Source: an optimization exercise on an open RTL-to-GDS flow (aim: small area, a short achievable clock period and few clock cycles). Production flows keep margins and buffers that such runs may drop.
The RTL was checked by simulation tests, not by an equivalence proof against the original design.
Power and IR drop assume default switching activity.

== old ==
==> flow/design.v <==
`timescale 1ns / 1ps
module md5(
    input clk,
    input reset,
    input [0:8*8-1] input_num,
    input input_valid,
    output  [0:128-1] output_hash,
    output  output_valid
);
localparam [31:0] H0 = 32'h67452301;
localparam [31:0] H1 = 32'hefcdab89;
localparam [31:0] H2 = 32'h98badcfe;
localparam [31:0] H3 = 32'h10325476;
reg [31:0] ap, b, c, d;
reg [31:0] m0, m1;
reg [6:0] cnt;
reg pre, vld;
wire [31:0] w0 = {input_num[8*3+:8], input_num[8*2+:8], input_num[8*1+:8], input_num[8*0+:8]};
wire [31:0] w1 = {input_num[8*7+:8], input_num[8*6+:8], input_num[8*5+:8], input_num[8*4+:8]};
wire run = ~pre & ~vld;
wire rnd = run & ~cnt[6];
wire fin = run & cnt[6];
reg [31:0] f;
always @(*) begin
    case (cnt[5:4])
        2'd0: f = (b & c) | (~b & d);
        2'd1: f = (d & b) | (~d & c);
        2'd2: f = b ^ c ^ d;
        default: f = c ^ (b | ~d);
    endcase
end
wire [31:0] t = ap + f;
wire [31:0] t4 = {t[27:0], t[31:28]};
reg [1:0] lo;
always @(*) begin
    case ({cnt[5:4], cnt[1:0]})
        4'd0: lo = 3;  4'd1: lo = 3;  4'd2: lo = 3;  4'd3: lo = 2;
        4'd4: lo = 1;  4'd5: lo = 0;  4'd6: lo = 0;  4'd7: lo = 0;
        4'd8: lo = 0;  4'd9: lo = 2;  4'd10: lo = 2; 4'd11: lo = 3;
        4'd12: lo = 2; 4'd13: lo = 1; 4'd14: lo = 1; default: lo = 1;
    endcase
end
reg [31:0] tl;
always @(*) begin
    case (lo)
        2'd0: tl = t4;
        2'd1: tl = {t4[30:0], t4[31]};
        2'd2: tl = {t4[29:0], t4[31:30]};
        default: tl = {t4[28:0], t4[31:29]};
    endcase
end
reg [31:0] x;
always @(*) begin
    if (!rnd) x = 32'd0;
    else case (cnt[1:0])
        2'd0: x = tl;
        2'd1: x = {tl[26:0], tl[31:27]};
        2'd2: x = {tl[21:0], tl[31:22]};
        default: x = {tl[15:0], tl[31:16]};
    endcase
end
wire [31:0] y = fin ? ap : b;
wire [31:0] bn = y + x;
reg [31:0] kc;
always @(*) begin
    if (pre) kc = 32'h2e7d7303;
    else case (cnt)
        7'd0: kc = 32'he8c7b756;
        7'd1: kc = 32'h2420715b;
        7'd2: kc = 32'hc1bdceee;
        7'd3: kc = 32'hf57c0faf;
        7'd4: kc = 32'h4787c62a;
        7'd5: kc = 32'ha8304613;
        7'd6: kc = 32'hfd469501;
        7'd7: kc = 32'h698098d8;
        7'd8: kc = 32'h8b44f7af;
        7'd9: kc = 32'hffff5bb1;
        7'd10: kc = 32'h895cd7be;
        7'd11: kc = 32'h6b901122;
        7'd12: kc = 32'hfd987193;
        7'd13: kc = 32'ha67943ce;
        7'd14: kc = 32'h49b40821;
        7'd15: kc = 32'hf61e2562;
        7'd16: kc = 32'hc040b340;
        7'd17: kc = 32'h265e5a51;
        7'd18: kc = 32'he9b6c7aa;
        7'd19: kc = 32'hd62f105d;
        7'd20: kc = 32'h02441453;
        7'd21: kc = 32'hd8a1e681;
        7'd22: kc = 32'he7d3fbc8;
        7'd23: kc = 32'h21e1cde6;
        7'd24: kc = 32'hc3370816;
        7'd25: kc = 32'hf4d50d87;
        7'd26: kc = 32'h455a14ed;
        7'd27: kc = 32'ha9e3e905;
        7'd28: kc = 32'hfcefa478;
        7'd29: kc = 32'h676f02d9;
        7'd30: kc = 32'h8d2a4c8a;
        7'd31: kc = 32'hfffa3942;
        7'd32: kc = 32'h8771f681;
        7'd33: kc = 32'h6d9d6122;
        7'd34: kc = 32'hfde5384c;
        7'd35: kc = 32'ha4beea44;
        7'd36: kc = 32'h4bdecfa9;
        7'd37: kc = 32'hf6bb4b60;
        7'd38: kc = 32'hbebfbc70;
        7'd39: kc = 32'h289b7ec6;
        7'd40: kc = 32'heaa127fa;
        7'd41: kc = 32'hd4ef3085;
        7'd42: kc = 32'h04881d05;
        7'd43: kc = 32'hd9d4d039;
        7'd44: kc = 32'he6db99e5;
        7'd45: kc = 32'h1fa27cf8;
        7'd46: kc = 32'hc4ac56e5;
        7'd47: kc = 32'hf4292244;
        7'd48: kc = 32'h432aff97;
        7'd49: kc = 32'hab9423e7;
        7'd50: kc = 32'hfc93a039;
        7'd51: kc = 32'h655b59c3;
        7'd52: kc = 32'h8f0ccc92;
        7'd53: kc = 32'hffeff47d;
        7'd54: kc = 32'h85845dd1;
        7'd55: kc = 32'h6fa87e4f;
        7'd56: kc = 32'hfe2ce6e0;
        7'd57: kc = 32'ha3014314;
        7'd58: kc = 32'h4e0811a1;
        7'd59: kc = 32'hf7537e82;
        7'd60: kc = 32'hbd3af235;
        7'd61: kc = 32'h2ad7d33b;
        7'd62: kc = 32'heb86d391;
        7'd63: kc = 32'h67452301;
        7'd64: kc = 32'h10325476;
        7'd65: kc = 32'h98badcfe;
        7'd66: kc = 32'hefcdab89;
        default: kc = 32'd0;
    endcase
end
wire s0 = cnt == 7'd18 || cnt == 7'd40 || cnt == 7'd47;
wire s1 = cnt == 7'd0 || cnt == 7'd15 || cnt == 7'd35 || cnt == 7'd54;
wire [31:0] ms = pre ? w0 : ((s0 && !vld) ? m0 : ((s1 && !vld) ? m1 : 32'd0));
wire [31:0] pn = d + kc + ms;
always @(posedge clk) begin
    if (reset) begin
        pre <= 1'b1;
        vld <= 1'b0;
        cnt <= 7'd0;
        b <= H1;
        c <= H2;
        d <= H3;
    end else begin
        b <= bn;
        if (pre) begin
            if (input_valid) pre <= 1'b0;
        end else if (!vld) begin
            cnt <= cnt + 7'd1;
            c <= b;
            d <= c;
            if (cnt == 7'd66) vld <= 1'b1;
        end
    end
end
always @(posedge clk) begin
    if (!vld) ap <= pn;
end
always @(posedge clk) begin
    if (pre && input_valid) begin
        m0 <= w0;
        m1 <= w1;
    end
end
assign output_valid = vld;
assign output_hash = {d[7:0], d[15:8], d[23:16], d[31:24],
                      ap[7:0], ap[15:8], ap[23:16], ap[31:24],
                      b[7:0], b[15:8], b[23:16], b[31:24],
                      c[7:0], c[15:8], c[23:16], c[31:24]};
endmodule
export LEC_CHECK = 0
export ABC_CLOCK_PERIOD_IN_PS = 3500
export CAP_MARGIN = 20
export CORE_MARGIN = 2
export CORE_UTILIZATION = 50
export SETUP_SLACK_MARGIN = 4.5
export SLEW_MARGIN = 20
create_clock -name core_clock -period 8.5 [get_ports {clk}]
run.sh (not shown) runs the stock make flow with config.mk's settings and CLKGATE_MAP_FILE= SYNTH_SCRIPT=/design/flow/synth_recipe.tcl, a recipe that flattens the netlist after the stock synthesis.
Testbench counts of old, summed over its fixed seeds: cycles 55,200.
### old -> new
Settings: CORE_UTILIZATION: 50 -> 40; SETUP_SLACK_MARGIN: 4.5 -> unset; ABC_CLOCK_PERIOD_IN_PS: 3500 -> unset.
--- outcome ---
- new against old: cell area after layout now sits lower, maximum clock frequency now sits lower.
- Where clock period minus final worst setup slack is concerned, old is better than new.
- According to the power report, total power for new is lower than for old.
- | leakage dissipation | new vs old | better |
- Number of inserted diodes ended up 1 higher on new than on old.
- In the metrics for new and old, the one carrying the higher non-clock buffer count is old.

* * *

Another version of the RTL of md5 (not shown whole).
For scale: ~270 flip-flops, about 0.021 mm2 of cells after synthesis.
export LEC_CHECK = 0
export CAP_MARGIN = 20
export CORE_MARGIN = 2
export CORE_UTILIZATION = 55
export SETUP_SLACK_MARGIN = 3
export SLEW_MARGIN = 20
create_clock -name core_clock -period 8.5 [get_ports {clk}]
standard.sh (not shown) runs the stock make flow with config.mk's settings and CLKGATE_MAP_FILE= SYNTH_SCRIPT=/design/flow/synth_recipe.tcl, a recipe that flattens the netlist after the stock synthesis.
==> flow/flow/run.sh <==
#!/bin/bash
# The standard layout (the standard.sh, with its standard synthesis), except that
# the input and output ports are buffered with sky130_fd_sc_hd__buf_1 instead of the
# larger cell buffer_ports picks by default. Every port still gets its own buffer.
set -euo pipefail
cd "$(dirname "${BASH_SOURCE[0]}")/.."
bash standard.sh "BUFFER_PORTS_ARGS=-buffer_cell sky130_fd_sc_hd__buf_1" finish > flow_make.log 2>&1
The starting point finished with timing, DRC and antenna clean.
Testbench counts at the start, summed over its fixed seeds: cycles 55,200.
Edit:
--- a/flow/config.mk
+++ b/flow/config.mk
@@ -7,2 +7,3 @@
 export LEC_CHECK = 0
+export ABC_AREA = 1
 export CAP_MARGIN = 20
@@ -10,3 +11,5 @@
 export CORE_UTILIZATION = 55
+export CTS_BUF_LIST = sky130_fd_sc_hd__clkbuf_8
 export SETUP_SLACK_MARGIN = 3
 export SLEW_MARGIN = 20
+export TNS_END_PERCENT = 0
Cell count rises by 13%.
Count of clock-buffer cells in the layout rises by 9.
Global-route usage rises by 7.3 points.
Synthesized cell count rises by 16%.
Routed wire length rises by 18%.
Clock skew rises by 0.014 ns.
Fmax rises by 5.8%.
Non-clock buffer count falls by 79.
Utilization falls by 4.5 points.
Flip-flop and latch count stays the same.

* * *

md5, a different RTL version from the one above (not shown whole).
Size in the first run: roughly 200 I/O pins, roughly 22,000 um2 of cells after synthesis.
Design md5, start of the top module:
module md5(
    input clk,
    input reset,
    input [0:8*8-1] input_num,
    input input_valid,
    output  [0:128-1] output_hash,
    output  output_valid
);
Settings: LEC_CHECK=0, ABC_AREA=1, CAP_MARGIN=20, CORE_MARGIN=2, CORE_UTILIZATION=55, CTS_BUF_LIST=sky130_fd_sc_hd__clkbuf_8, SETUP_SLACK_MARGIN=3.5, SLEW_MARGIN=20, TNS_END_PERCENT=0; clock period 8.5 ns.
Scripts as last shown in full above: flow/flow/run.sh
The starting point completed with no timing, DRC or antenna violations.
Testbench counts at the start, summed over its fixed seeds: cycles 55,200.
==> next run, changes <==
==> flow/run.sh (new file) <==
#!/bin/bash
# synth_recipe.tcl (not shown) runs the flow's synth.tcl, then flattens the netlist and writes it again
# the make line also repeats each setting of config.mk as NAME=value (left out here)
make -C /OpenROAD-flow-scripts/flow DESIGN_CONFIG=/design/flow/config.mk WORK_HOME=/design/flow/orfs CLKGATE_MAP_FILE= SYNTH_SCRIPT=/design/flow/synth_recipe.tcl finish
ABC_AREA = not set   (was 1)
CTS_BUF_LIST = not set   (was sky130_fd_sc_hd__clkbuf_8)
SETUP_SLACK_MARGIN = 3   (was 3.5)
TNS_END_PERCENT = not set   (was 0)
removed: flow/flow/run.sh
removed: flow/standard.sh
=> Setup slack got worse by 0.97 ns. Total power rose by 16%. Cell area rose by about 10%. Core utilization rose by 6.8 points. Wire length goes down by about 6.4%. Count of clock-buffer cells in the layout falls by 19. Synthesized area fell by about 0.6%. Via count is lower by about 7%. Hold slack degrades by 0.0048 ns. Clock power rises by about 7%.

port drivers added, routing unchanged:
How much do the figures lean on ideal ports? The routed layouts below were timed once more, with nothing changed but the port constraints. Step 1, drivers: a clkbuf_16 drives clk and a buf_2 each remaining input, both assumed. Step 2 also shifts input and output timing later by t, the mid clock arrival at the registers, as if the neighbouring blocks saw the same clock. Three values: ideal, step 1, step 2; two values: the first two.
run	t (ns)	slack for setup (ns)	worst setup path after step 2	latest minus earliest clock arrival (ns)	slew at the worst register clock pin (ns)
old	0.645	1.843 / 1.843 / 1.843	register to register	0.021 / 0.021	0.08 / 0.08
new	0.641	0.673 / 0.673 / 0.673	register to register	0.022 / 0.022	0.07 / 0.07
the first run of note 2	0.615	2.526 / 2.526 / 2.526	register to register	0.020 / 0.021	0.08 / 0.08
the second run of note 2	0.685	2.855 / 2.855 / 2.855	register to register	0.039 / 0.039	0.08 / 0.08
the first run of note 3	0.726	3.519 / 3.519 / 3.519	register to register	0.049 / 0.049	0.07 / 0.07
the second run of note 3	0.644	2.552 / 2.552 / 2.552	register to register	0.036 / 0.036	0.08 / 0.08
After both steps setup and hold are still met in every run listed.
